This is an optimization exercise on Yosys and OpenROAD, whose aim is small area and a short achievable clock period, not a production implementation.
Function was checked by simulation only, so behaviour that the tests miss may differ from the original.

==> design/flow/design.v <==
module pe (
    input                    clk,
    input                    load,
    input                    nload,
    input  signed [7:0]      a,
    input         [11:0]      b,
    output reg signed [16:0] acc
);
    wire p3;
    wire p6;
    wire p9;
    wire p12;
    wire p15;
    wire p18;
    wire p21;
    wire p24;
    wire p27;
    wire p30;
    wire p33;
    wire p36;
    wire p39;
    wire p42;
    wire p45;
    wire p48;
    wire p51;
    wire p54;
    wire p57;
    wire p60;
    wire p63;
    wire p66;
    wire p69;
    wire p72;
    wire p75;
    wire p78;
    wire p81;
    wire p84;
    wire p87;
    wire p90;
    wire p93;
    wire p96;
    wire p99;
    wire p102;
    wire p105;
    wire p108;
    wire s111;
    wire c112;
    wire s115;
    wire c116;
    wire s119;
    wire c120;
    wire s123;
    wire c124;
    wire s127;
    wire c128;
    wire s131;
    wire c132;
    wire s135;
    wire c136;
    wire s139;
    wire c140;
    wire s143;
    wire c144;
    wire s147;
    wire c148;
    wire s151;
    wire c152;
    wire s155;
    wire c156;
    wire s159;
    wire c160;
    wire s163;
    wire c164;
    wire s167;
    wire c168;
    wire s171;
    wire c172;
    wire s175;
    wire c176;
    wire s179;
    wire c180;
    wire s183;
    wire c184;
    wire s187;
    wire c188;
    wire s191;
    wire c192;
    wire s195;
    wire c196;
    wire s199;
    wire c200;
    wire s203;
    wire c204;
    wire s207;
    wire c208;
    wire s211;
    wire c212;
    wire s215;
    wire c216;
    wire s219;
    wire c220;
    wire s223;
    wire c224;
    wire s227;
    wire c228;
    wire s231;
    wire c232;
    wire s235;
    wire c236;
    wire s239;
    wire c240;
    wire s243;
    wire c244;
    wire s247;
    wire c248;
    wire s251;
    wire c252;
    reg q0_0;
    reg q0_1;
    reg q1_1;
    reg q0_2;
    reg q1_2;
    reg q0_3;
    reg q1_3;
    reg q0_4;
    reg q1_4;
    reg q0_5;
    reg q1_5;
    reg q0_6;
    reg q1_6;
    reg q0_7;
    reg q1_7;
    reg q0_8;
    reg q1_8;
    reg q0_9;
    reg q1_9;
    reg q0_10;
    reg q1_10;
    reg q0_11;
    reg q1_11;
    reg q0_12;
    reg q1_12;
    reg q0_13;
    reg q1_13;
    reg q0_14;
    assign p3 = (b[0] & a[0]) ^ b[8];
    assign p6 = ((b[0] & a[1]) | (b[4] & a[0])) ^ b[8];
    assign p9 = ((b[0] & a[2]) | (b[4] & a[1])) ^ b[8];
    assign p12 = ((b[0] & a[3]) | (b[4] & a[2])) ^ b[8];
    assign p15 = ((b[0] & a[4]) | (b[4] & a[3])) ^ b[8];
    assign p18 = ((b[0] & a[5]) | (b[4] & a[4])) ^ b[8];
    assign p21 = ((b[0] & a[6]) | (b[4] & a[5])) ^ b[8];
    assign p24 = ((b[0] & a[7]) | (b[4] & a[6])) ^ b[8];
    assign p27 = ~(((b[0] & a[7]) | (b[4] & a[7])) ^ b[8]);
    assign p30 = (b[1] & a[0]) ^ b[9];
    assign p33 = ((b[1] & a[1]) | (b[5] & a[0])) ^ b[9];
    assign p36 = ((b[1] & a[2]) | (b[5] & a[1])) ^ b[9];
    assign p39 = ((b[1] & a[3]) | (b[5] & a[2])) ^ b[9];
    assign p42 = ((b[1] & a[4]) | (b[5] & a[3])) ^ b[9];
    assign p45 = ((b[1] & a[5]) | (b[5] & a[4])) ^ b[9];
    assign p48 = ((b[1] & a[6]) | (b[5] & a[5])) ^ b[9];
    assign p51 = ((b[1] & a[7]) | (b[5] & a[6])) ^ b[9];
    assign p54 = ~(((b[1] & a[7]) | (b[5] & a[7])) ^ b[9]);
    assign p57 = (b[2] & a[0]) ^ b[10];
    assign p60 = ((b[2] & a[1]) | (b[6] & a[0])) ^ b[10];
    assign p63 = ((b[2] & a[2]) | (b[6] & a[1])) ^ b[10];
    assign p66 = ((b[2] & a[3]) | (b[6] & a[2])) ^ b[10];
    assign p69 = ((b[2] & a[4]) | (b[6] & a[3])) ^ b[10];
    assign p72 = ((b[2] & a[5]) | (b[6] & a[4])) ^ b[10];
    assign p75 = ((b[2] & a[6]) | (b[6] & a[5])) ^ b[10];
    assign p78 = ((b[2] & a[7]) | (b[6] & a[6])) ^ b[10];
    assign p81 = ~(((b[2] & a[7]) | (b[6] & a[7])) ^ b[10]);
    assign p84 = (b[3] & a[0]) ^ b[11];
    assign p87 = ((b[3] & a[1]) | (b[7] & a[0])) ^ b[11];
    assign p90 = ((b[3] & a[2]) | (b[7] & a[1])) ^ b[11];
    assign p93 = ((b[3] & a[3]) | (b[7] & a[2])) ^ b[11];
    assign p96 = ((b[3] & a[4]) | (b[7] & a[3])) ^ b[11];
    assign p99 = ((b[3] & a[5]) | (b[7] & a[4])) ^ b[11];
    assign p102 = ((b[3] & a[6]) | (b[7] & a[5])) ^ b[11];
    assign p105 = ((b[3] & a[7]) | (b[7] & a[6])) ^ b[11];
    assign p108 = ~(((b[3] & a[7]) | (b[7] & a[7])) ^ b[11]);
    assign s111 = p3 ^ b[8];
    assign c112 = p3 & b[8];
    assign s115 = b[11] ^ p21;
    assign c116 = b[11] & p21;
    assign s119 = p24 ^ p45;
    assign c120 = p24 & p45;
    assign s123 = p27 ^ p48;
    assign c124 = p27 & p48;
    assign s127 = b[10] ^ p15;
    assign c128 = b[10] & p15;
    assign s131 = p18 ^ p39;
    assign c132 = p18 & p39;
    assign s135 = p42 ^ p63 ^ p84;
    assign c136 = (p42 & p63) | (p42 & p84) | (p63 & p84);
    assign s139 = p66 ^ p87 ^ s119;
    assign c140 = (p66 & p87) | (p66 & s119) | (p87 & s119);
    assign s143 = p69 ^ p90 ^ s123;
    assign c144 = (p69 & p90) | (p69 & s123) | (p90 & s123);
    assign s147 = p51 ^ p72 ^ p93;
    assign c148 = (p51 & p72) | (p51 & p93) | (p72 & p93);
    assign s151 = p54 ^ p75;
    assign c152 = p54 & p75;
    assign s155 = b[9] ^ p9;
    assign c156 = b[9] & p9;
    assign s159 = p12 ^ p33;
    assign c160 = p12 & p33;
    assign s163 = p36 ^ p57 ^ s127;
    assign c164 = (p36 & p57) | (p36 & s127) | (p57 & s127);
    assign s167 = p60 ^ s131 ^ c128;
    assign c168 = (p60 & s131) | (p60 & c128) | (s131 & c128);
    assign s171 = s115 ^ c132 ^ s135;
    assign c172 = (s115 & c132) | (s115 & s135) | (c132 & s135);
    assign s175 = c116 ^ c136 ^ s139;
    assign c176 = (c116 & c136) | (c116 & s139) | (c136 & s139);
    assign s179 = c120 ^ s143 ^ c140;
    assign c180 = (c120 & s143) | (c120 & c140) | (s143 & c140);
    assign s183 = c124 ^ s147 ^ c144;
    assign c184 = (c124 & s147) | (c124 & c144) | (s147 & c144);
    assign s187 = p96 ^ s151 ^ c148;
    assign c188 = (p96 & s151) | (p96 & c148) | (s151 & c148);
    assign s191 = p78 ^ p99 ^ c152;
    assign c192 = (p78 & p99) | (p78 & c152) | (p99 & c152);
    assign s195 = p81 ^ p102;
    assign c196 = p81 & p102;
    assign s199 = acc[1] ^ (q0_1);
    assign c200 = acc[1] & (q0_1);
    assign s203 = acc[2] ^ (q0_2) ^ (q1_2);
    assign c204 = (acc[2] & (q0_2)) | (acc[2] & (q1_2)) | ((q0_2) & (q1_2));
    assign s207 = acc[3] ^ (q0_3) ^ (q1_3);
    assign c208 = (acc[3] & (q0_3)) | (acc[3] & (q1_3)) | ((q0_3) & (q1_3));
    assign s211 = acc[4] ^ (q0_4) ^ (q1_4);
    assign c212 = (acc[4] & (q0_4)) | (acc[4] & (q1_4)) | ((q0_4) & (q1_4));
    assign s215 = acc[5] ^ (q0_5) ^ (q1_5);
    assign c216 = (acc[5] & (q0_5)) | (acc[5] & (q1_5)) | ((q0_5) & (q1_5));
    assign s219 = acc[6] ^ (q0_6) ^ (q1_6);
    assign c220 = (acc[6] & (q0_6)) | (acc[6] & (q1_6)) | ((q0_6) & (q1_6));
    assign s223 = acc[7] ^ (q0_7) ^ (q1_7);
    assign c224 = (acc[7] & (q0_7)) | (acc[7] & (q1_7)) | ((q0_7) & (q1_7));
    assign s227 = acc[8] ^ (q0_8) ^ (q1_8);
    assign c228 = (acc[8] & (q0_8)) | (acc[8] & (q1_8)) | ((q0_8) & (q1_8));
    assign s231 = acc[9] ^ (q0_9) ^ (q1_9);
    assign c232 = (acc[9] & (q0_9)) | (acc[9] & (q1_9)) | ((q0_9) & (q1_9));
    assign s235 = acc[10] ^ (q0_10) ^ (q1_10);
    assign c236 = (acc[10] & (q0_10)) | (acc[10] & (q1_10)) | ((q0_10) & (q1_10));
    assign s239 = acc[11] ^ (q0_11) ^ (q1_11);
    assign c240 = (acc[11] & (q0_11)) | (acc[11] & (q1_11)) | ((q0_11) & (q1_11));
    assign s243 = acc[12] ^ (q0_12) ^ (q1_12);
    assign c244 = (acc[12] & (q0_12)) | (acc[12] & (q1_12)) | ((q0_12) & (q1_12));
    assign s247 = acc[13] ^ (q0_13) ^ (q1_13);
    assign c248 = (acc[13] & (q0_13)) | (acc[13] & (q1_13)) | ((q0_13) & (q1_13));
    assign s251 = acc[14] ^ (q0_14);
    assign c252 = acc[14] & (q0_14);
    always @(posedge clk) begin
        q0_0 <= s111;
        q0_1 <= p6;
        q1_1 <= c112;
        q0_2 <= p30;
        q1_2 <= s155;
        q0_3 <= s159;
        q1_3 <= c156;
        q0_4 <= s163;
        q1_4 <= c160;
        q0_5 <= s167;
        q1_5 <= c164;
        q0_6 <= s171;
        q1_6 <= c168;
        q0_7 <= s175;
        q1_7 <= c172;
        q0_8 <= s179;
        q1_8 <= c176;
        q0_9 <= s183;
        q1_9 <= c180;
        q0_10 <= s187;
        q1_10 <= c184;
        q0_11 <= s191;
        q1_11 <= c188;
        q0_12 <= s195;
        q1_12 <= c192;
        q0_13 <= p105;
        q1_13 <= c196;
        q0_14 <= p108;
    end
    wire [16:0] r0 = {acc[16], acc[15], s251, s247, s243, s239, s235, s231, s227, s223, s219, s215, s211, s207, s203, (q1_1), acc[0]};
    wire [16:0] r1 = {1'b0, c252, c248, c244, c240, c236, c232, c228, c224, c220, c216, c212, c208, c204, c200, s199, (q0_0)};
    wire [16:0] sum = r0 + r1;
    always @(posedge clk) begin
        acc[0] <= ~load & sum[0];
        acc[1] <= ~load & sum[1];
        acc[2] <= ~load & sum[2];
        acc[3] <= ~load & sum[3];
        acc[4] <= ~load & sum[4];
        acc[5] <= ~load & sum[5];
        acc[6] <= ~load & sum[6];
        acc[7] <= ~load & sum[7];
        acc[8] <= ~nload | sum[8];
        acc[9] <= ~load & sum[9];
        acc[10] <= ~load & sum[10];
        acc[11] <= ~load & sum[11];
        acc[12] <= ~load & sum[12];
        acc[13] <= ~load & sum[13];
        acc[14] <= ~load & sum[14];
        acc[15] <= ~load & sum[15];
        acc[16] <= ~nload | sum[16];
    end
endmodule
module matrix_mul_sa_pipe #(
    parameter DW = 8
)(
    input                    clk,
    input                    rst_n,
    input                    start,
    input  signed [DW-1:0]   x_1, x_2, x_3, y_1, y_2, y_3,
    output                   p11_v, p1221_v, p132231_v, p3223_v, p33_v,
    output signed [2*DW:0]   p_1_1, p_1_2, p_1_3, p_2_1, p_2_2, p_2_3, p_3_1, p_3_2, p_3_3
);
    reg [1:0] ph;
    reg       run;
    reg       v0, v1, v2;
    always @(posedge clk or negedge rst_n) begin
        if (!rst_n) begin
            ph  <= 2'd0;
            run <= 1'b0;
            v0  <= 1'b0;
            v1  <= 1'b0;
            v2  <= 1'b0;
        end else begin
            ph  <= ph + {1'b0, start};
            run <= run | (start & (ph == 2'd3));
            v0  <= start & run & (ph == 2'd0);
            v1  <= start & run & (ph == 2'd1);
            v2  <= start & run & (ph == 2'd2);
        end
    end
    assign p11_v     = v0;
    assign p1221_v   = v1;
    assign p132231_v = v2;
    assign p3223_v   = v2;
    assign p33_v     = v2;
    reg signed [DW-1:0] x1d1, x1d2, x1d3, x2d1, x2d2, x3d1;
    reg        [11:0] y1d1, y1d2, y1d3, y2d1, y2d2, y3d1;
    wire [11:0] ye1 = {y_1[7], y_1[5], y_1[3], y_1[1], ((y_1[7] ^ y_1[6]) & ~(y_1[6] ^ y_1[5])), ((y_1[5] ^ y_1[4]) & ~(y_1[4] ^ y_1[3])), ((y_1[3] ^ y_1[2]) & ~(y_1[2] ^ y_1[1])), (y_1[1] & ~y_1[0]), (y_1[6] ^ y_1[5]), (y_1[4] ^ y_1[3]), (y_1[2] ^ y_1[1]), y_1[0]};
    wire [11:0] ye2 = {y_2[7], y_2[5], y_2[3], y_2[1], ((y_2[7] ^ y_2[6]) & ~(y_2[6] ^ y_2[5])), ((y_2[5] ^ y_2[4]) & ~(y_2[4] ^ y_2[3])), ((y_2[3] ^ y_2[2]) & ~(y_2[2] ^ y_2[1])), (y_2[1] & ~y_2[0]), (y_2[6] ^ y_2[5]), (y_2[4] ^ y_2[3]), (y_2[2] ^ y_2[1]), y_2[0]};
    wire [11:0] ye3 = {y_3[7], y_3[5], y_3[3], y_3[1], ((y_3[7] ^ y_3[6]) & ~(y_3[6] ^ y_3[5])), ((y_3[5] ^ y_3[4]) & ~(y_3[4] ^ y_3[3])), ((y_3[3] ^ y_3[2]) & ~(y_3[2] ^ y_3[1])), (y_3[1] & ~y_3[0]), (y_3[6] ^ y_3[5]), (y_3[4] ^ y_3[3]), (y_3[2] ^ y_3[1]), y_3[0]};
    always @(posedge clk) begin
        x1d1 <= x_1; x1d2 <= x1d1; x1d3 <= x1d2;
        x2d1 <= x_2; x2d2 <= x2d1;
        x3d1 <= x_3;
        y1d1 <= ye1; y1d2 <= y1d1; y1d3 <= y1d2;
        y2d1 <= ye2; y2d2 <= y2d1;
        y3d1 <= ye3;
    end
    wire [1:0] ph_nx = ph + {1'b0, start};
    reg ld1, ld2, ld3, nld1, nld2, nld3;
    always @(posedge clk) begin
        ld1  <= (ph_nx == 2'd1);
        ld2  <= (ph_nx == 2'd2);
        ld3  <= (ph_nx == 2'd3);
        nld1 <= (ph_nx != 2'd1);
        nld2 <= (ph_nx != 2'd2);
        nld3 <= (ph_nx != 2'd3);
    end
    pe pe_11 (.clk(clk), .load(ld1), .nload(nld1), .a(x1d1), .b(y1d1), .acc(p_1_1));
    pe pe_12 (.clk(clk), .load(ld2), .nload(nld2), .a(x1d2), .b(y2d1), .acc(p_1_2));
    pe pe_13 (.clk(clk), .load(ld3), .nload(nld3), .a(x1d3), .b(y3d1), .acc(p_1_3));
    pe pe_21 (.clk(clk), .load(ld2), .nload(nld2), .a(x2d1), .b(y1d2), .acc(p_2_1));
    pe pe_22 (.clk(clk), .load(ld3), .nload(nld3), .a(x2d2), .b(y2d2), .acc(p_2_2));
    pe pe_23 (.clk(clk), .load(ld3), .nload(nld3), .a(x2d2), .b(y3d1), .acc(p_2_3));
    pe pe_31 (.clk(clk), .load(ld3), .nload(nld3), .a(x3d1), .b(y1d3), .acc(p_3_1));
    pe pe_32 (.clk(clk), .load(ld3), .nload(nld3), .a(x3d1), .b(y2d2), .acc(p_3_2));
    pe pe_33 (.clk(clk), .load(ld3), .nload(nld3), .a(x3d1), .b(y3d1), .acc(p_3_3));
endmodule
==> design/flow/flow/run.sh <==
#!/bin/bash
# Layout flow: the standard synthesis, then the synthesized netlist is
# replaced by the gate-level netlist that flow/gen.py builds for the same RTL
# (same registers, names and cell types, taken from the standard synthesis),
# then the standard flow from floorplan to finish. Port buffers use
# buf_1; clock tree synthesis uses clkbuf_8 sink buffers, small clusters and
# no dummy loads. Falls back to the standard flow if the netlist cannot be
# built.
set -u
R=orfs/results/sky130hd/matrix_mul_sa_pipe/base
export BUFFER_PORTS_ARGS="-buffer_cell sky130_fd_sc_hd__buf_1"
export CTS_ARGS="-sink_clustering_enable -repair_clock_nets -sink_clustering_size 16 -sink_clustering_max_diameter 55 -buf_list sky130_fd_sc_hd__clkbuf_16 -dont_use_dummy_load -sink_clustering_buffer sky130_fd_sc_hd__clkbuf_8"
if bash standard.sh synth > synth.log 2>&1 \
   && cp $R/1_2_yosys.v std_synth.v \
   && python3 flow/gen.py net std_synth.v gen_netlist.v > gen.log 2>&1; then
    cp gen_netlist.v $R/1_2_yosys.v
    rm -f $R/1_synth.odb $R/1_synth.sdc
    echo "using generated netlist" > flow_choice.log
else
    echo "generated netlist failed; standard flow" > flow_choice.log
fi
bash standard.sh > layout.log 2>&1
==> design/flow/flow/gen.py <==
#!/usr/bin/env python3
"""Generator for the 3x3 streaming matrix multiplier.

  python3 gen.py rtl OUTDIR            write OUTDIR/pe.v and OUTDIR/matrix_mul_sa_pipe.v
  python3 gen.py net STD.v OUT.v       write a gate-level sky130hd netlist of the same
                                       design to OUT.v, taking register instance names
                                       and cell types from the standard synthesis STD.v

The RTL and the netlist come from one description, so they match at every
register: the netlist only chooses cells and signal polarities.

Each PE(i,j) is a two-stage multiply-accumulate unit. Stage 1 forms the
Baugh-Wooley partial products of a*b and reduces them with a Dadda tree of
full/half adders to T1 rows, which are registered (some bits inverted).
Stage 2 adds those rows to base = load ? 3K : acc, with K the Baugh-Wooley
constant, so three products after a load acc holds their exact sum.
"""
import re
import sys

W = 17                      # accumulator width
T1 = 2                      # rows left after stage 1
PREFIX = "hc"                # carry-propagate adder: "ks" Kogge-Stone, "sk" Sklansky,
                             # "hc" Han-Carlson
MULT = "booth"              # "bw" Baugh-Wooley array, "booth" radix-4 Booth on b
if MULT == "bw":
    K = (1 << 16) + (1 << 15) + (1 << 8)          # a*b = tree + K (mod 2^17)
else:
    K = -((1 << 8) + (1 << 10) + (1 << 12) + (1 << 14))
K3 = (3 * K) % (1 << W)
BW = 12 if MULT == "booth" else 8                 # width of a stored b operand

# rough delays (ns) used only to order adder inputs
D_FA, D_HA, D_INV, D_G = 0.42, 0.25, 0.05, 0.12


# ----------------------------------------------------------------------------
# logical signals carry an RTL expression name and, in the netlist, a literal
# (net, pol): the net holds the value when pol == 0 and its complement when 1.
class Sig:
    def __init__(self, rtl, net, pol, t):
        self.rtl, self.net, self.pol, self.t = rtl, net, pol, t


class Builder:
    def __init__(self, prefix):
        self.prefix = prefix
        self.rtl = []          # RTL assigns
        self.rtl_wires = []
        self.cells = []        # (type, {pin: net})
        self.nets = []
        self.n = 0
        self.invs = {}

    def wire(self, kind):
        self.n += 1
        return f"{kind}{self.n}"

    def net(self):
        self.n += 1
        name = f"{self.prefix}n{self.n}"
        self.nets.append(name)
        return name

    def cell(self, typ, **pins):
        self.cells.append((typ, pins))

    def lit(self, s, pol):
        """net carrying s's value xor pol"""
        if s.pol == pol:
            return s.net
        if s.net not in self.invs:
            y = self.net()
            self.cell("inv_1", A=s.net, Y=y)
            self.invs[s.net] = y
        return self.invs[s.net]

    def rtl_assign(self, expr, kind="w"):
        name = self.wire(kind)
        self.rtl_wires.append(name)
        self.rtl.append(f"    assign {name} = {expr};")
        return name

    # --- adders on logical signals
    def fa(self, x, y, z):
        pols = [x.pol, y.pol, z.pol]
        p = 1 if sum(pols) >= 2 else 0
        t = max(s.t + (D_INV if s.pol != p else 0) for s in (x, y, z))
        a, b, c = (self.lit(s, p) for s in (x, y, z))
        so, co = self.net(), self.net()
        self.cell("fa_1", A=a, B=b, CIN=c, SUM=so, COUT=co)
        rs = self.rtl_assign(f"{x.rtl} ^ {y.rtl} ^ {z.rtl}", "s")
        rc = self.rtl_assign(f"({x.rtl} & {y.rtl}) | ({x.rtl} & {z.rtl}) | ({y.rtl} & {z.rtl})", "c")
        return Sig(rs, so, p, t + D_FA), Sig(rc, co, p, t + D_FA)

    def ha(self, x, y):
        t = max(x.t, y.t)
        so, co = self.net(), self.net()
        if x.pol == 0 and y.pol == 0:
            self.cell("ha_1", A=x.net, B=y.net, SUM=so, COUT=co)
            t += D_HA
        elif x.pol == 1 and y.pol == 1:
            self.cell("xnor2_1", A=x.net, B=y.net, Y=so)       # ~(~x ^ ~y) = ~(x ^ y)
            self.cell("or2_1", A=x.net, B=y.net, X=co)         # ~x | ~y = ~(x & y)
            t += D_G + 0.05
            rs = self.rtl_assign(f"{x.rtl} ^ {y.rtl}", "s")
            rc = self.rtl_assign(f"{x.rtl} & {y.rtl}", "c")
            return Sig(rs, so, 1, t), Sig(rc, co, 1, t)
        else:
            if x.pol == 1:
                x, y = y, x                                     # x true, y inverted
            self.cell("xnor2_1", A=x.net, B=y.net, Y=so)       # ~(x ^ ~y) = x ^ y
            self.cell("nor2b_1", A=y.net, B_N=x.net, Y=co)     # ~(~y) & x = x & y
            t += D_G + 0.05
        rs = self.rtl_assign(f"{x.rtl} ^ {y.rtl}", "s")
        rc = self.rtl_assign(f"{x.rtl} & {y.rtl}", "c")
        return Sig(rs, so, 0, t), Sig(rc, co, 0, t)

    def reduce(self, cols, final):
        """Dadda reduction of columns of Sig to at most `final` bits each."""
        ncol = len(cols)
        d = [2]
        while d[-1] < max(len(x) for x in cols):
            d.append(d[-1] * 3 // 2)
        targets = [t for t in reversed(d[:-1]) if t >= final]
        for target in targets:
            new_cols = [[] for _ in range(ncol)]
            carries = [[] for _ in range(ncol + 1)]
            for c in range(ncol):
                bits = sorted(cols[c], key=lambda s: s.t)
                h = len(bits) + len(carries[c])
                out = []
                while h > target:
                    if h - target >= 2 and len(bits) >= 3:
                        # earliest bit plus the two next best matching its polarity
                        first = bits[0]
                        rest = bits[1:]
                        rest.sort(key=lambda s: (s.t + (D_INV if s.pol != first.pol else 0)))
                        grp = [first] + rest[:2]
                        for g in grp:
                            bits.remove(g)
                        s, cy = self.fa(*grp)
                        h -= 2
                    elif len(bits) >= 2:
                        s, cy = self.ha(bits.pop(0), bits.pop(0))
                        h -= 1
                    else:
                        break
                    out.append(s)
                    if c + 1 < ncol:
                        carries[c + 1].append(cy)
                new_cols[c] = bits + out + carries[c]
            cols = new_cols
        return cols


# ----------------------------------------------------------------------------
def build_pe(prefix, a_nets, b_nets, ld_net, nld_net, acc_nets, regnames):
    """Build one PE. Returns (builder, rtl_regs, q_info, acc_d_nets).

    a_nets/b_nets: nets of operand bits (true polarity); acc_nets: Q nets of
    the accumulator flip-flops; regnames: callable giving register nets."""
    B = Builder(prefix)
    cols = [[] for _ in range(W)]
    if MULT == "bw":
        # stage 1: partial products, all carried inverted
        for i in range(8):
            for j in range(8):
                y = B.net()
                if (i == 7) != (j == 7):
                    B.cell("and2_1", A=a_nets[i], B=b_nets[j], X=y)
                    r = B.rtl_assign(f"~(a[{i}] & b[{j}])", "p")
                else:
                    B.cell("nand2_1", A=a_nets[i], B=b_nets[j], Y=y)
                    r = B.rtl_assign(f"a[{i}] & b[{j}]", "p")
                cols[i + j].append(Sig(r, y, 1, D_G))
    else:
        # radix-4 Booth: b arrives encoded as one[k] = b[k], two[k] = b[4+k],
        # neg[k] = b[8+k]; row k = (sel ^ neg) with sel = one & a[j] | two & a[j-1],
        # its top bit inverted (sign extension folded into K), plus neg at 2k
        for k in range(4):
            one, two, neg = b_nets[k], b_nets[4 + k], b_nets[8 + k]
            ro, rt, rn = f"b[{k}]", f"b[{4 + k}]", f"b[{8 + k}]"
            for j in range(9):
                ns = B.net()
                aj = a_nets[min(j, 7)]
                raj = f"a[{min(j, 7)}]"
                if j == 0:
                    B.cell("nand2_1", A=one, B=aj, Y=ns)
                    rsel = f"({ro} & {raj})"
                else:
                    am = a_nets[j - 1]
                    B.cell("a22oi_1", A1=one, A2=aj, B1=two, B2=am, Y=ns)
                    rsel = f"(({ro} & {raj}) | ({rt} & a[{j - 1}]))"
                y = B.net()
                if j < 8:
                    # x = sel ^ neg = ~(nsel ^ neg)
                    B.cell("xnor2_1", A=ns, B=neg, Y=y)
                    r = B.rtl_assign(f"{rsel} ^ {rn}", "p")
                else:
                    # the top bit enters inverted: ~x = nsel ^ neg
                    B.cell("xor2_1", A=ns, B=neg, X=y)
                    r = B.rtl_assign(f"~({rsel} ^ {rn})", "p")
                cols[2 * k + j].append(Sig(r, y, 0, D_G + 0.2))
            cols[2 * k].append(Sig(rn, neg, 0, 0.0))
        # column 0 holds x[0][0] and neg[0]; add them here so that no stage-1
        # register is a plain copy of an operand bit
        s0, c0 = B.ha(cols[0][0], cols[0][1])
        cols[0] = [s0]
        cols[1].append(c0)
    cols = B.reduce(cols, T1)
    # registered rows: register q{k}_{c} holds the row bit, inverted when its
    # literal is inverted (so the flip-flop needs no inverter)
    qregs = []       # (regname, rtl expr for D, d_net, pol)
    qsigs = [[] for _ in range(W)]
    for c in range(W):
        assert len(cols[c]) <= T1
        for k, s in enumerate(cols[c]):
            name = f"q{k}_{c}"
            expr = f"~{s.rtl}" if s.pol else s.rtl
            qnet = regnames(name)
            qregs.append((name, expr, s.net))
            qsigs[c].append(Sig(f"({'~' if s.pol else ''}{name})", qnet, s.pol, 0.0))
    # stage 2: base, nand2/nor2 give base inverted
    cols2 = [[] for _ in range(W)]
    for c in range(W):
        cols2[c].append(Sig(f"acc[{c}]", acc_nets[c], 0, 0.0))
        cols2[c].extend(qsigs[c])
    cols2 = B.reduce(cols2, 2)
    # carry-propagate adder: Sklansky prefix with polarity tracking
    g, p, h = [], [], []
    for c in range(W):
        bits = cols2[c]
        if len(bits) == 2:
            u, v = bits
            # generate g = u & v, propagate p = u | v (prefix), half sum h = u ^ v
            gn, pn, hn = B.net(), B.net(), B.net()
            if u.pol == 0 and v.pol == 0:
                B.cell("nand2_1", A=u.net, B=v.net, Y=gn)
                gs = Sig(None, gn, 1, 0)
                B.cell("nor2_1", A=u.net, B=v.net, Y=pn)
                ps = Sig(None, pn, 1, 0)
                # h = (u | v) & ~(u & v) = ~np & ng
                B.cell("nor2b_1", A=pn, B_N=gn, Y=hn)
                hs = Sig(None, hn, 0, 0)
            elif u.pol == 1 and v.pol == 1:
                B.cell("nor2_1", A=u.net, B=v.net, Y=gn)
                gs = Sig(None, gn, 0, 0)
                B.cell("nand2_1", A=u.net, B=v.net, Y=pn)
                ps = Sig(None, pn, 0, 0)
                B.cell("xor2_1", A=u.net, B=v.net, X=hn)
                hs = Sig(None, hn, 0, 0)
            else:
                if u.pol == 1:
                    u, v = v, u
                B.cell("nor2b_1", A=v.net, B_N=u.net, Y=gn)
                gs = Sig(None, gn, 0, 0)
                B.cell("nand2b_1", A_N=u.net, B=v.net, Y=pn)
                ps = Sig(None, pn, 0, 0)
                B.cell("xnor2_1", A=u.net, B=v.net, Y=hn)
                hs = Sig(None, hn, 0, 0)
            g.append(gs)
            p.append(ps)
            h.append(hs)
        elif len(bits) == 1:
            g.append(None)
            p.append(bits[0])
            h.append(bits[0])
        else:
            g.append(None)
            p.append(None)
            h.append(None)
    # rtl for stage 2 result rows
    r0 = [cols2[c][0].rtl if len(cols2[c]) > 0 else "1'b0" for c in range(W)]
    r1 = [cols2[c][1].rtl if len(cols2[c]) > 1 else "1'b0" for c in range(W)]

    def combine(hi, lo):
        """(G,P) of hi range combined with lower range lo; None means 0 for G."""
        Gh, Ph = hi
        Gl, Pl = lo
        if Gl is None:
            G = Gh
        elif Ph is None:
            G = Gh
        elif Gh is None:
            # G = Ph & Gl
            G = and_sig(B, Ph, Gl)
        else:
            G = aoi_sig(B, Gh, Ph, Gl)
        if Ph is None or Pl is None:
            P = None
        else:
            P = and_sig(B, Ph, Pl)
        return (G, P)

    # prefix over bits 0..W-2 (carries into bits 1..W-1)
    n = W - 1
    node = [(g[i], p[i]) for i in range(n)]
    lvl = 1
    while lvl < n:
        new = list(node)
        for i in range(n):
            if PREFIX == "sk" and (i // lvl) % 2 == 1:
                new[i] = combine(node[i], node[(i // lvl) * lvl - 1])
            elif PREFIX == "ks" and i >= lvl:
                new[i] = combine(node[i], node[i - lvl])
            elif PREFIX == "hc" and i % 2 == 1 and i >= lvl:
                new[i] = combine(node[i], node[i - lvl])
        node = new
        lvl *= 2
    if PREFIX == "hc":
        # Han-Carlson: odd bits went through Kogge-Stone; even bits take one more level
        for i in range(2, n, 2):
            node[i] = combine(node[i], node[i - 1])
    carry = [None] + [node[i][0] for i in range(n)]
    # acc D = clr ? K3 : sum; ns = ~sum bit, then nor2(clr, ns) = ~clr & sum
    # or nand2(nclr, ns) = clr | sum
    acc_d = []
    for c in range(W):
        hs, cs = h[c], carry[c]
        if hs is None and cs is None:
            raise RuntimeError("constant sum bit")
        if cs is None:
            ns = B.lit(hs, 1)
        elif hs is None:
            ns = B.lit(cs, 1)
        else:
            ns = B.net()
            if hs.pol == cs.pol:
                B.cell("xnor2_1", A=hs.net, B=cs.net, Y=ns)
            else:
                B.cell("xor2_1", A=hs.net, B=cs.net, X=ns)
        y = B.net()
        if (K3 >> c) & 1:
            B.cell("nand2_1", A=nld_net, B=ns, Y=y)
        else:
            B.cell("nor2_1", A=ld_net, B=ns, Y=y)
        acc_d.append(y)
    return B, qregs, r0, r1, acc_d


def and_sig(B, x, y):
    """x & y with polarity tracking."""
    o = B.net()
    if x.pol == 0 and y.pol == 0:
        B.cell("nand2_1", A=x.net, B=y.net, Y=o)
        return Sig(None, o, 1, 0)
    if x.pol == 1 and y.pol == 1:
        B.cell("nor2_1", A=x.net, B=y.net, Y=o)
        return Sig(None, o, 0, 0)
    if x.pol == 1:
        x, y = y, x
    # x true, y inverted: x & ~ny
    B.cell("nor2b_1", A=y.net, B_N=x.net, Y=o)
    return Sig(None, o, 0, 0)


def aoi_sig(B, gh, ph, gl):
    """gh | (ph & gl) with polarity tracking."""
    o = B.net()
    pols = [gh.pol, ph.pol, gl.pol]
    pol = 1 if sum(pols) >= 2 else 0
    a1, a2, b1 = B.lit(ph, pol), B.lit(gl, pol), B.lit(gh, pol)
    if pol == 0:
        B.cell("a21oi_1", A1=a1, A2=a2, B1=b1, Y=o)
        return Sig(None, o, 1, 0)
    # inputs inverted: ~G = ngh & (nph | ngl) -> G = o21ai
    B.cell("o21ai_1", A1=a1, A2=a2, B1=b1, Y=o)
    return Sig(None, o, 0, 0)


# ----------------------------------------------------------------------------
PES = [  # name, a operand reg, b operand reg, load strobe pair
    ("pe_11", "x1d1", "y1d1", "1"),
    ("pe_12", "x1d2", "y2d1", "2"),
    ("pe_13", "x1d3", "y3d1", "3"),
    ("pe_21", "x2d1", "y1d2", "2"),
    ("pe_22", "x2d2", "y2d2", "3"),
    ("pe_23", "x2d2", "y3d1", "3"),
    ("pe_31", "x3d1", "y1d3", "3"),
    ("pe_32", "x3d1", "y2d2", "3"),
    ("pe_33", "x3d1", "y3d1", "3"),
]
# load strobe pairs: (ld register, nld register, phase of ph_nx, nld reset kind)
STROBES = {
    "1": ("ld1", "nld1", 1, None),
    "2": ("ld2", "nld2", 2, None),
    "3": ("ld3", "nld3", 3, None),
}
OPREGS = [("x1d1", "x_1"), ("x1d2", "x1d1"), ("x1d3", "x1d2"),
          ("x2d1", "x_2"), ("x2d2", "x2d1"), ("x3d1", "x_3"),
          ("y1d1", "y_1"), ("y1d2", "y1d1"), ("y1d3", "y1d2"),
          ("y2d1", "y_2"), ("y2d2", "y2d1"), ("y3d1", "y_3")]


def pe_template():
    """Build the PE once with placeholder nets to get its RTL."""
    a = [f"a[{i}]" for i in range(8)]
    b = [f"b[{i}]" for i in range(BW)]
    acc = [f"acc[{i}]" for i in range(W)]
    return build_pe("t_", a, b, "load", "nload", acc, lambda q: q)


def write_rtl(outdir):
    B, qregs, r0, r1, _ = pe_template()
    o = []
    o.append("// Generated by gen/gen.py (see gen/README.md): two-stage signed 8x8")
    o.append("// multiply-accumulate unit. Stage 1 reduces the " + ("Baugh-Wooley" if MULT == "bw" else "radix-4 Booth") + " partial products")
    o.append(f"// of a*b with a Dadda tree to {T1} rows and registers them (bits marked ~ are")
    o.append("// stored inverted). Stage 2 adds the rows to acc, or sets acc to 3K when load")
    o.append("// (nload = ~load) is high, where K is the constant left out of stage 1, so")
    o.append("// three products after a load acc holds their exact sum (mod 2^17).")
    o.append("module pe (")
    o.append("    input                    clk,")
    o.append("    input                    load,")
    o.append("    input                    nload,")
    o.append("    input  signed [7:0]      a,")
    o.append(f"    input         [{BW - 1}:0]      b,")
    o.append("    output reg signed [16:0] acc")
    o.append(");")
    for w in B.rtl_wires:
        o.append(f"    wire {w};")
    for name, _, _ in qregs:
        o.append(f"    reg {name};")
    o.extend(B.rtl)
    o.append("    always @(posedge clk) begin")
    for name, expr, _ in qregs:
        o.append(f"        {name} <= {expr};")
    o.append("    end")
    o.append("    wire [16:0] r0 = {" + ", ".join(reversed(r0)) + "};")
    o.append("    wire [16:0] r1 = {" + ", ".join(reversed(r1)) + "};")
    o.append("    wire [16:0] sum = r0 + r1;")
    o.append("    always @(posedge clk) begin")
    for c in range(W):
        if (K3 >> c) & 1:
            o.append(f"        acc[{c}] <= ~nload | sum[{c}];")
        else:
            o.append(f"        acc[{c}] <= ~load & sum[{c}];")
    o.append("    end")
    o.append("endmodule")
    open(f"{outdir}/pe.v", "w").write("\n".join(o) + "\n")
    open(f"{outdir}/matrix_mul_sa_pipe.v", "w").write(top_rtl())


def booth_enc_exprs(y):
    """RTL expressions of the 12 stored Booth bits of port y: one[0..3],
    two[0..3], neg[0..3]."""
    one, two, nneg = [], [], []
    for k in range(4):
        if k == 0:
            one.append(f"{y}[0]")
            two.append(f"({y}[1] & ~{y}[0])")
        else:
            one.append(f"({y}[{2 * k}] ^ {y}[{2 * k - 1}])")
            two.append(f"(({y}[{2 * k + 1}] ^ {y}[{2 * k}]) & ~({y}[{2 * k}] ^ {y}[{2 * k - 1}]))")
        nneg.append(f"{y}[{2 * k + 1}]")
    return one + two + nneg


def top_rtl():
    t = TOP_RTL.replace("@BW1@", str(BW - 1))
    if MULT == "booth":
        enc = ["    // y operands are stored radix-4 Booth encoded: bits 3:0 one, 7:4 two,",
               "    // 11:8 sign of each digit"]
        for i in (1, 2, 3):
            ex = booth_enc_exprs(f"y_{i}")
            enc.append(f"    wire [11:0] ye{i} = {{" + ", ".join(reversed(ex)) + "};")
        t = t.replace("@YENC@", "\n".join(enc) + "\n")
        for i in (1, 2, 3):
            t = t.replace(f"@Y{i}@", f"ye{i}")
    else:
        t = t.replace("@YENC@", "")
        for i in (1, 2, 3):
            t = t.replace(f"@Y{i}@", f"y_{i}")
    return t


TOP_RTL = """// 3x3 matrix multiplier on a skewed stream, one matrix pair every 4 cycles.
module matrix_mul_sa_pipe #(
    parameter DW = 8
)(
    input                    clk,
    input                    rst_n,
    input                    start,
    input  signed [DW-1:0]   x_1, x_2, x_3, y_1, y_2, y_3,
    output                   p11_v, p1221_v, p132231_v, p3223_v, p33_v,
    output signed [2*DW:0]   p_1_1, p_1_2, p_1_3, p_2_1, p_2_2, p_2_3, p_3_1, p_3_2, p_3_3
);
    // window phase: ph = cycle mod 4 once start is high; run set from cycle 4;
    // results of window n are valid in cycles 4n+5, 4n+6, 4n+7
    reg [1:0] ph;
    reg       run;
    reg       v0, v1, v2;
    always @(posedge clk or negedge rst_n) begin
        if (!rst_n) begin
            ph  <= 2'd0;
            run <= 1'b0;
            v0  <= 1'b0;
            v1  <= 1'b0;
            v2  <= 1'b0;
        end else begin
            ph  <= ph + {1'b0, start};
            run <= run | (start & (ph == 2'd3));
            v0  <= start & run & (ph == 2'd0);
            v1  <= start & run & (ph == 2'd1);
            v2  <= start & run & (ph == 2'd2);
        end
    end
    assign p11_v     = v0;
    assign p1221_v   = v1;
    assign p132231_v = v2;
    assign p3223_v   = v2;
    assign p33_v     = v2;

    // operand delay lines (no reset: only values from the current stream are used)
    reg signed [DW-1:0] x1d1, x1d2, x1d3, x2d1, x2d2, x3d1;
    reg        [@BW1@:0] y1d1, y1d2, y1d3, y2d1, y2d2, y3d1;
@YENC@    always @(posedge clk) begin
        x1d1 <= x_1; x1d2 <= x1d1; x1d3 <= x1d2;
        x2d1 <= x_2; x2d2 <= x2d1;
        x3d1 <= x_3;
        y1d1 <= @Y1@; y1d2 <= y1d1; y1d3 <= y1d2;
        y2d1 <= @Y2@; y2d2 <= y2d1;
        y3d1 <= @Y3@;
    end

    // PE(i,j) accumulates in phases max(i,j) + 1 .. max(i,j) + 3; in phase
    // max(i,j), after its result was shown, it is set to its start value. The
    // load strobes (and their complements) are registered from the next phase.
    wire [1:0] ph_nx = ph + {1'b0, start};
    reg ld1, ld2, ld3, nld1, nld2, nld3;
    always @(posedge clk) begin
        ld1  <= (ph_nx == 2'd1);
        ld2  <= (ph_nx == 2'd2);
        ld3  <= (ph_nx == 2'd3);
        nld1 <= (ph_nx != 2'd1);
        nld2 <= (ph_nx != 2'd2);
        nld3 <= (ph_nx != 2'd3);
    end

    pe pe_11 (.clk(clk), .load(ld1), .nload(nld1), .a(x1d1), .b(y1d1), .acc(p_1_1));
    pe pe_12 (.clk(clk), .load(ld2), .nload(nld2), .a(x1d2), .b(y2d1), .acc(p_1_2));
    pe pe_13 (.clk(clk), .load(ld3), .nload(nld3), .a(x1d3), .b(y3d1), .acc(p_1_3));
    pe pe_21 (.clk(clk), .load(ld2), .nload(nld2), .a(x2d1), .b(y1d2), .acc(p_2_1));
    pe pe_22 (.clk(clk), .load(ld3), .nload(nld3), .a(x2d2), .b(y2d2), .acc(p_2_2));
    pe pe_23 (.clk(clk), .load(ld3), .nload(nld3), .a(x2d2), .b(y3d1), .acc(p_2_3));
    pe pe_31 (.clk(clk), .load(ld3), .nload(nld3), .a(x3d1), .b(y1d3), .acc(p_3_1));
    pe pe_32 (.clk(clk), .load(ld3), .nload(nld3), .a(x3d1), .b(y2d2), .acc(p_3_2));
    pe pe_33 (.clk(clk), .load(ld3), .nload(nld3), .a(x3d1), .b(y3d1), .acc(p_3_3));
endmodule
"""


# ----------------------------------------------------------------------------
PORT_NETS = {"p11_v", "p1221_v", "p132231_v", "p3223_v", "p33_v"}


def esc(name):
    return "\\" + name + " "


def write_net(std_path, out_path):
    # registers of the standard synthesis: base name -> (instance name, cell)
    std = {}
    for m in re.finditer(r"(sky130_fd_sc_hd__d\w+)\s+\\(\S+)\s*\(", open(std_path).read()):
        cell, inst = m.group(1), m.group(2)
        base = inst.split("$")[0]
        std[base] = (inst, cell)
    cells = []       # (type, inst, pins)
    nets = set()
    regs_used = {}

    def reg(base, d, q, reset=None):
        if base not in std:
            raise RuntimeError(f"register {base} not in standard synthesis")
        inst, cell = std[base]
        if reset is True:
            reset = "r"
        want = {None: "dfxtp", "r": "dfrtp", "s": "dfstp"}[reset]
        if not cell.startswith(f"sky130_fd_sc_hd__{want}"):
            raise RuntimeError(f"register {base} is {cell}, expected {want}")
        pins = {"CLK": "clk", "D": d, "Q": q}
        if reset == "r":
            pins["RESET_B"] = "rst_n"
        elif reset == "s":
            pins["SET_B"] = "rst_n"
        cells.append((cell[len("sky130_fd_sc_hd__"):], esc(inst), pins))
        regs_used[base] = True

    cnt = [0]

    def gate(typ, **pins):
        cnt[0] += 1
        cells.append((typ, f"_g{cnt[0]}_", pins))

    def net(name):
        nets.add(name)
        return name

    # operand registers
    opq = {}
    for r, src in OPREGS:
        opq[r] = [net(f"{r}_q{i}") for i in range(BW if r[0] == "y" else 8)]
    enc = {}
    if MULT == "booth":
        for yi in ("y_1", "y_2", "y_3"):
            e = [net(f"{yi}_e{i}") for i in range(12)]
            b = [f"{yi}[{i}]" for i in range(8)]
            for k in range(4):
                e[8 + k] = b[2 * k + 1]          # sign bits are stored as they come
                if k == 0:
                    e[0] = b[0]
                    gate("nor2b_1", A=b[0], B_N=b[1], Y=e[4])
                else:
                    x = net(f"{yi}_x{k}")
                    gate("xor2_1", A=b[2 * k], B=b[2 * k - 1], X=e[k])
                    gate("xnor2_1", A=b[2 * k + 1], B=b[2 * k], Y=x)
                    gate("nor2_1", A=e[k], B=x, Y=e[4 + k])
            enc[yi] = e
    for r, src in OPREGS:
        for i in range(len(opq[r])):
            if src in enc:
                d = enc[src][i]
            elif src.startswith(("x_", "y_")):
                d = f"{src}[{i}]"
            else:
                d = opq[src][i]
            reg(f"{r}[{i}]", d, opq[r][i])
    # control
    ph = [net("ph_q0"), net("ph_q1")]
    run, v0, v1 = net("run_q"), "p11_v", "p1221_v"
    v2 = "p132231_v"
    phd = [net("ph_d0"), net("ph_d1")]
    t0 = net("ph_t")
    gate("xor2_1", A="ph_q0", B="start", X=phd[0])
    gate("and2_1", A="ph_q0", B="start", X=t0)
    gate("xor2_1", A="ph_q1", B=t0, X=phd[1])
    reg("ph[0]", phd[0], ph[0], True)
    reg("ph[1]", phd[1], ph[1], True)
    rund = net("run_d")
    gate("a31o_1", A1="start", A2=ph[0], A3=ph[1], B1=run, X=rund)
    reg("run", rund, run, True)
    for v, vd, g in ((v0, "v0_d", None), (v1, "v1_d", None), (v2, "v2_d", None)):
        net(vd)
    gate("and4bb_1", A_N=ph[0], B_N=ph[1], C="start", D=run, X="v0_d")
    gate("and4b_1", A_N=ph[1], B=ph[0], C="start", D=run, X="v1_d")
    gate("and4b_1", A_N=ph[0], B=ph[1], C="start", D=run, X="v2_d")
    reg("v0", "v0_d", v0, True)
    reg("v1", "v1_d", v1, True)
    reg("v2", "v2_d", v2, True)
    gate("buf_1", A=v2, X="p3223_v")
    gate("buf_1", A=v2, X="p33_v")
    # ph_nx == 2, 3, 0 and complements
    for n_ in ("eq1", "ne1", "eq2", "ne2", "eq3", "ne3"):
        net(n_)
    gate("nor2b_1", A=phd[1], B_N=phd[0], Y="eq1")         # ph_nx == 1
    gate("nand2b_1", A_N=phd[1], B=phd[0], Y="ne1")
    gate("nor2b_1", A=phd[0], B_N=phd[1], Y="eq2")         # ph_nx == 2
    gate("nand2b_1", A_N=phd[0], B=phd[1], Y="ne2")
    gate("and2_1", A=phd[0], B=phd[1], X="eq3")            # ph_nx == 3
    gate("nand2_1", A=phd[0], B=phd[1], Y="ne3")
    ld, nld = {}, {}
    for key, (lr, nr, ph_, nk) in STROBES.items():
        ld[key] = net(f"{lr}_q")
        nld[key] = net(f"{nr}_q")
        if lr not in regs_used:
            reg(lr, f"eq{ph_}", ld[key])
        reg(nr, f"ne{ph_}", nld[key], nk)
    # PEs
    outname = {"pe_11": "p_1_1", "pe_12": "p_1_2", "pe_13": "p_1_3",
               "pe_21": "p_2_1", "pe_22": "p_2_2", "pe_23": "p_2_3",
               "pe_31": "p_3_1", "pe_32": "p_3_2", "pe_33": "p_3_3"}
    for name, ra, rb, grp in PES:
        acc = [f"{outname[name]}[{c}]" for c in range(W)]
        qnets = {}

        def regnames(q, name=name, qnets=qnets):
            qnets[q] = net(f"{name}_{q}")
            return qnets[q]
        B, qregs, _, _, acc_d = build_pe(f"{name}_", opq[ra], opq[rb], ld[grp], nld[grp], acc, regnames)
        for n_ in B.nets:
            nets.add(n_)
        for typ, pins in B.cells:
            cnt[0] += 1
            cells.append((typ, f"_g{cnt[0]}_", pins))
        for q, expr, dnet in qregs:
            reg(f"{name}.{q}", dnet, qnets[q])
        for c in range(W):
            reg(f"{name}.acc[{c}]", acc_d[c], acc[c])
    # drop gates whose outputs drive nothing (registers always stay)
    outs = ("X", "Y", "SUM", "COUT")
    while True:
        used = set()
        for typ, inst, pins in cells:
            for k, v in pins.items():
                if k not in outs and k != "Q":
                    used.add(v)
        keep = []
        for cell in cells:
            typ, inst, pins = cell
            o_ = [v for k, v in pins.items() if k in outs]
            if o_ and not typ.startswith("d") and not any(v in used or v in PORT_NETS or v.startswith("p_") for v in o_):
                continue
            keep.append(cell)
        if len(keep) == len(cells):
            break
        cells[:] = keep
    # size flip-flops by fanout (the drive strength may differ from synthesis)
    fo = {}
    for typ, inst, pins in cells:
        for k, v in pins.items():
            if k not in ("X", "Y", "Q", "SUM", "COUT"):
                fo[v] = fo.get(v, 0) + 1
    for idx, (typ, inst, pins) in enumerate(cells):
        if typ.startswith(("dfxtp", "dfrtp", "dfstp")):
            n_ = fo.get(pins["Q"], 0)
            if n_ > 20:
                cells[idx] = (typ[:5] + "_4", inst, pins)
            elif n_ > 10:
                cells[idx] = (typ[:5] + "_2", inst, pins)
    missing = set(std) - set(regs_used)
    if missing:
        raise RuntimeError(f"standard registers not built: {sorted(missing)[:5]}")
    # write
    o = []
    ports = ["clk", "rst_n", "start", "x_1", "x_2", "x_3", "y_1", "y_2", "y_3",
             "p11_v", "p1221_v", "p132231_v", "p3223_v", "p33_v"] + \
            [f"p_{i}_{j}" for i in (1, 2, 3) for j in (1, 2, 3)]
    o.append("module matrix_mul_sa_pipe(" + ", ".join(ports) + ");")
    for p_ in ("clk", "rst_n", "start"):
        o.append(f"  input {p_};")
    for p_ in ("x_1", "x_2", "x_3", "y_1", "y_2", "y_3"):
        o.append(f"  input [7:0] {p_};")
    for p_ in ("p11_v", "p1221_v", "p132231_v", "p3223_v", "p33_v"):
        o.append(f"  output {p_};")
    for i in (1, 2, 3):
        for j in (1, 2, 3):
            o.append(f"  output [16:0] p_{i}_{j};")
    for n_ in sorted(nets):
        o.append(f"  wire {n_};")
    for typ, inst, pins in cells:
        conns = ", ".join(f".{k}({v})" for k, v in pins.items())
        o.append(f"  sky130_fd_sc_hd__{typ} {inst}({conns});")
    o.append("endmodule")
    open(out_path, "w").write("\n".join(o) + "\n")
    from collections import Counter
    cc = Counter(t for t, _, _ in cells)
    sys.stderr.write("cells: " + ", ".join(f"{k} {v}" for k, v in sorted(cc.items())) + "\n")


if __name__ == "__main__":
    if sys.argv[1] == "rtl":
        write_rtl(sys.argv[2])
    elif sys.argv[1] == "net":
        write_net(sys.argv[2], sys.argv[3])
==> design/flow/standard.sh <==
#!/bin/bash
# synth_recipe.tcl (not shown) runs the flow's synth.tcl, then flattens the netlist and writes it again
# the make line also repeats each setting of config.mk as NAME=value (left out here)
make -C /OpenROAD-flow-scripts/flow DESIGN_CONFIG=/design/flow/config.mk WORK_HOME=/design/flow/orfs CLKGATE_MAP_FILE= SYNTH_SCRIPT=/design/flow/synth_recipe.tcl "${@:-finish}"
==> design/flow/config.mk <==
export PLATFORM = sky130hd
export DESIGN_NAME = matrix_mul_sa_pipe
export DESIGN_NICKNAME = matrix_mul_sa_pipe
export VERILOG_FILES = /design/flow/design.v
export SDC_FILE = /design/flow/constraint.sdc
export NUM_CORES = 4
export LEC_CHECK = 0
export CAP_MARGIN = 20
export CORE_MARGIN = 2
export CORE_UTILIZATION = 40
export CTS_BUF_LIST = sky130_fd_sc_hd__clkbuf_16
export CTS_CLUSTER_DIAMETER = 80
export CTS_CLUSTER_SIZE = 25
export SETUP_SLACK_MARGIN = 3.2
export SLEW_MARGIN = 20
export TNS_END_PERCENT = 100
==> design/flow/constraint.sdc <==
create_clock -name core_clock -period 5.5 [get_ports {clk}]
set_input_delay 1.1000 -clock core_clock [delete_from_list [all_inputs] [get_ports {clk}]]
set_output_delay 1.1000 -clock core_clock [all_outputs]
set_load 0.01 [all_outputs]
==> impl_metrics.json, run 1 <==
{
  "status": "finished clean",
  "worstPathArrival_ns": 2.69,
  "fin_crit_ns": 2.26,
  "via_count": 20200,
  "grt_use_total_pct": 19.1,
  "routed_wl_um": 70600,
  "cts.sinks": 537,
  "drtIter0Drc": 1473,
  "clk_path_buf_depth": 3,
  "dieHeight_um": 269,
  "critPathLaunchType": "flip-flop",
  "path_common_cell": "a21oi_1",
  "grt_pass1_wl_um": 108000,
  "crit_fanout": 3,
  "dr.pass1.iters": 7,
  "drive_gt1_share_pct": 10.4,
  "io_buffers": 208,
  "cts_tree": "yes",
  "cts-root-buf": "clkbuf_16",
  "path_class": "flip-flop to flip-flop",
  "grt_max_degree": 64,
  "io_pins": 209,
  "cp-end-kind": "flip-flop",
  "syn_inst": 2769,
  "drv_slew": 0,
  "timing.fmax_mhz": 443,
  "crit_required_ns": 5.93,
  "rows": 97,
  "drv_cap": 0,
  "fin_skew_ns": 0.0572,
  "detail_route.vias_per_cell": 5.05,
  "dp_hpwl_um": 50500,
  "slowest_delay_ns": 0.49,
  "synth_area_mm2": 0.0280,
  "slowest_stage": "fa_1",
  "hold_viol_final": 0,
  "start_util_pct": 40.3,
  "synth_warnings": 2,
  "clk_latency_ns": 0.59,
  "htree_levels": 2,
  "cts_made_buffers": 56,
  "hp-class": "flip-flop to flip-flop",
  "drc": 0,
  "ant_nets": 0,
  "tns_ns": 0,
  "synth_nets": 3144,
  "crit_chain": "fa_1 > nor2_1 > o21ai_1 > a21oi_1 > o21ai_2 > a21oi_1 > xor2_1 > nand2_1",
  "dieArea_mm2": 0.0722,
  "syn2layout_area_growth_pct": 12.4,
  "grt_setup_unrepaired": "true",
  "fin_nets": 3430,
  "antenna_found_initial": 3,
  "min_period_over_period_pct": 41.0,
  "die_x_um": 269,
  "holdWs_ns": 0.380,
  "fp.coreArea_mm2": 0.0697,
  "worstMarginPinSlew_ns": 0.779,
  "grt_pass1_vias": 19600,
  "maxSlewHeadroom_pct": 48.1,
  "clkTransAtPathRegs_ns": 0.07,
  "gp_congestion": 0.833,
  "finalSetupViolations": 0,
  "grt-ovfl-total": 0,
  "cts_hold_buffers": 0,
  "wl_per_cell_um": 17.7,
  "syn_avg_cell_area_um2": 10.1
}
-- metrics by stage --
step	instance area [µm²]	util [%]	setup slack, ns	instances
detailed placement	30000	43.1	3.10	3916
global placement	30000	43.1	3.17	3916
global route	31500	45.2	3.13	3994
finish	31500	45.2	3.24	3996
floorplan	28000	-	3.34	2769
CTS	30900	44.4	3.17	3974
-- critical path, delay by kind of cell, from the launching register on --
| family | cells | cell delay, ns |
|---|---|---|
| compound gates | 4 | 0.81 |
| fa+ha+maj | 1 | 0.49 |
| flops | 1 | 0.34 |
| simple gates | 2 | 0.28 |
| xor+xnor | 1 | 0.20 |
-- path summary, 6_finish.rpt --
kind | start | endpoint | slack [ns] | depth (start not counted)
worst max-delay path | pe_31.acc[5]$_DFF_P_ | pe_31.acc[16]$_DFF_P_ | 3.24 | 8
min in group asynchronous | rst_n | v0$_DFF_PN0_ | 0.39 | 1
max in group asynchronous | rst_n | ph[1]$_DFF_PN0_ | 4.87 | 1
worst min register to register | nld1$_DFF_P_ | pe_11.acc[16]$_DFF_P_ | 0.38 | 1
worst max register to register | pe_31.acc[5]$_DFF_P_ | pe_31.acc[16]$_DFF_P_ | 3.24 | 8
worst min-delay path | nld1$_DFF_P_ | pe_11.acc[16]$_DFF_P_ | 0.38 | 1
-- timing repair --
action / in CTS / in global routing
pin swaps: 0 / 5
gates cloned: 0 / 0
gates resized for setup: 52 / 141
setup buffers: 2 / 19
endpoints found under the setup margin: 60 / 124
-- routing by layer --
metal / vias up / GRT usage (%) / share of wire (%)
met4: 2 / 6.49 / 3.2
met3: 121 / 3.16 / 6.0
li1: 9903 / - / -
met2: 514 / 31.2 / 47
met1: 9638 / 25.6 / 44
met5: - / 0 / 0.011
-- layout make-up --
type | instances | area (µm²)
tap | 940 | 1180
antenna | 3 | 7.51
inverter | 45 | 169
timing repair buffer | 230 | 1070
fill | 6885 | 38200
sequential | 537 | 11000
multi-input combinational | 2185 | 17300
clock buffer | 56 | 827
-- state kept, by name, summed over array words and instances, names as in the netlist, 2 cells and up --
signal / count
pe_21.acc: 17
pe_32.acc: 17
y3d1: 12
pe_23.acc: 17
pe_22.acc: 17
x1d1: 8
y2d1: 12
y1d2: 12
pe_33.acc: 17
x2d2: 8
y1d1: 12
x3d1: 8
pe_11.acc: 17
x1d2: 8
pe_31.acc: 17
pe_12.acc: 17
y1d3: 12
y2d2: 12
x1d3: 8
ph: 2
x2d1: 8
pe_13.acc: 17
-- cell usage in the layout, fill, tap and decap left out --
master and n:
dfxtp_2 84, a21oi_2 42, buf_16 2, a22oi_1 284, buf_6 5, ha_1 108
a21oi_1 57, clkbuf_2 16, dfxtp_1 414, buf_2 19, and2_1 2, a22oi_2 4
xnor2_1 387, dfrtp_1 6, o21ai_2 17, a31o_1 1, buf_1 172, nor2b_1 149
buf_8 3, clkbuf_8 51, fa_1 216, xor2_1 101, nor2_1 365, and4b_1 2
clkbuf_16 5, diode_2 3, inv_1 45, o21ai_1 172, nor2_2 22, dfxtp_4 33
buf_4 13, and4bb_1 1, nand2_1 253, nand2b_1 2
==> run 2: changes to the inputs <==
--- a/design/flow/flow/gen.py
+++ b/design/flow/flow/gen.py
@@ -240,8 +240,7 @@
                 gs = Sig(None, gn, 1, 0)
                 B.cell("nor2_1", A=u.net, B=v.net, Y=pn)
                 ps = Sig(None, pn, 1, 0)
-                # h = (u | v) & ~(u & v) = ~np & ng
-                B.cell("nor2b_1", A=pn, B_N=gn, Y=hn)
+                B.cell("xor2_1", A=u.net, B=v.net, X=hn)
                 hs = Sig(None, hn, 0, 0)
             elif u.pol == 1 and v.pol == 1:
                 B.cell("nor2_1", A=u.net, B=v.net, Y=gn)
==> impl_metrics.json, run 2 <==
{
  "status": "finished clean",
  "drtIter0Drc": 1049,
  "dr.pass1.iters": 5,
  "crit_chain": "buf_1",
  "drive_gt1_share_pct": 11.0,
  "tns_ns": 0,
  "clkTransAtPathRegs_ns": 0.08,
  "path_class": "flip-flop to output port",
  "drv_cap": 0,
  "slowest_stage": "dfxtp_1",
  "setup_slack_ns": 3.25,
  "grt_max_degree": 71,
  "cts_made_buffers": 54,
  "dieHeight_um": 270,
  "htree_levels": 2,
  "fin_crit_ns": 2.25,
  "finalSetupViolations": 0,
  "syn_inst": 2760,
  "grt_use_total_pct": 18.9,
  "gp_congestion": 0.870,
  "fp.coreArea_mm2": 0.0701,
  "fin_skew_ns": 0.0553,
  "diodes": 0,
  "cts-root-buf": "clkbuf_16",
  "dp_hpwl_um": 50600,
  "crit_fanout": 2,
  "io_buffers": 208,
  "dieArea_mm2": 0.0731,
  "critPathLaunchType": "flip-flop",
  "ant_nets": 0,
  "grt_setup_unrepaired": "true",
  "crit_required_ns": 4.40,
  "hold_viol_final": 0,
  "layout.cells.most_common": "dfxtp_1",
  "routed_wl_um": 70000,
  "cp_num_buf_inv": 1,
  "grt_pass1_vias": 19800,
  "place_ws_ns": 3.15,
  "dp.cells": 3907,
  "detail_route.vias_per_cell": 5.02,
  "final_cell_mix": "dfxtp_1, xnor2_1, nor2_1, a22oi_1, nand2_1",
  "grt_pass1_wl_um": 110000,
  "clk_path_buf_depth": 3,
  "drv_slew": 0,
  "fin_nets": 3422,
  "synth_warnings": 2,
  "via_count": 20000,
  "syn_avg_cell_area_um2": 10.3,
  "fin_cells": 3985,
  "drc": 0,
  "slowest_delay_ns": 0.41,
  "io_pins": 209,
  "worstMarginPinSlew_ns": 0.872,
  "clk_latency_ns": 0.59,
  "cts_hold_buffers": 0,
  "start_util_pct": 40.4,
  "antenna_found_initial": 3,
  "holdWs_ns": 0.409,
  "cp-end-kind": "output port",
  "rows": 97,
  "grt-ovfl-total": 0,
  "cts_tree": "yes",
  "critical-path-top-delay-family": "flip-flops",
  "die_x_um": 270,
  "timing.fmax_mhz": 444,
  "hp-class": "primary input to async pin",
  "fin_util_pct": 45.4,
  "syn2layout_area_growth_pct": 12.4,
  "finalInstanceArea_mm2": 0.0319,
  "min_period_over_period_pct": 40.9,
  "cts.sinks": 537,
  "synth_nets": 3135,
  "maxSlewHeadroom_pct": 41.9,
  "worstPathArrival_ns": 1.15,
  "placed_area_mm2": 0.0303,
  "synth_area_mm2": 0.0284,
  "wl_per_cell_um": 17.6
}
==> run 2: cell types whose count changed in the layout (fill, tap and decap cells not counted), moves of 5 or more <==
cell	change
nor2_1	-12
nor2b_1	-144
xor2_1	+144
dfxtp_1	-11
dfxtp_2	+11
o21ai_1	-5
buf_4	+6
==> run 2: what timing repair did <==
action | 4_1_cts | 5_1_grt
gates resized for setup | 58 | 156
setup buffers | 4 | 20
pin swaps | 0 | 6
setup endpoints to repair | 56 | 127
==> run 2: area by class of cell <==
type,count,area (µm²)
clock buffer,54,800
fill,6851,38300
inverter,45,169
multi-input combinational,2176,17600
sequential,537,11000
tap,940,1180
timing repair buffer,233,1090
==> run 2: worst paths after layout <==
check,start,to,slack [ns],cells after the start
worst max-delay path,pe_33.acc[13]$_DFF_P_,p_3_3[13],3.25,1
worst min-delay path,rst_n,v0$_DFF_PN0_,0.41,1
worst max register to register,pe_23.acc[3]$_DFF_P_,pe_23.acc[15]$_DFF_P_,3.29,9
worst min register to register,y2d1[4]$_DFF_P_,y2d2[4]$_DFF_P_,0.42,0
max in group asynchronous,rst_n,v1$_DFF_PN0_,4.84,1
min in group core_clock,y2d1[4]$_DFF_P_,y2d2[4]$_DFF_P_,0.42,0
==> run 2: routing by layer <==
layer	track usage, %	vias to the layer above	part of all wire [%]	routed length (µm)
met4	5.76	6	2.9	2030
li1	-	9859	-	-
met5	0	-	0.049	34
met3	3.25	108	5.3	3740
met1	26.2	9527	46	32100
met2	30.0	495	46	32100

-- static timing again, ports no longer ideal --
The flow's constraints put no driver on any port. The routed layouts listed below were extracted and timed again, unchanged, in two steps. Step 1: set_driving_cell puts a clkbuf_16 on clk and a buf_2 on each other input, an assumption about the parent block. Step 2 moves the port delays by t, midway between the first and last clock arrival at a register: inputs arrive t later, outputs are due t later. That takes back most of the time a late clock gives input paths. Slacks: ideal ports / drivers / drivers and shift; pairs: ideal ports / drivers.
| run | t, ns | setup slack, ns | clock arrival spread, ns | pins driven straight from the clock port |
|---|---|---|---|---|
| run 1 | 0.628 | 3.244 / 3.183 / 3.244 | 0.058 / 0.058 | 1 |
| run 2 | 0.615 | 3.248 / 3.190 / 3.293 | 0.063 / 0.063 | 1 |
After both steps setup and hold are still met in every run listed.
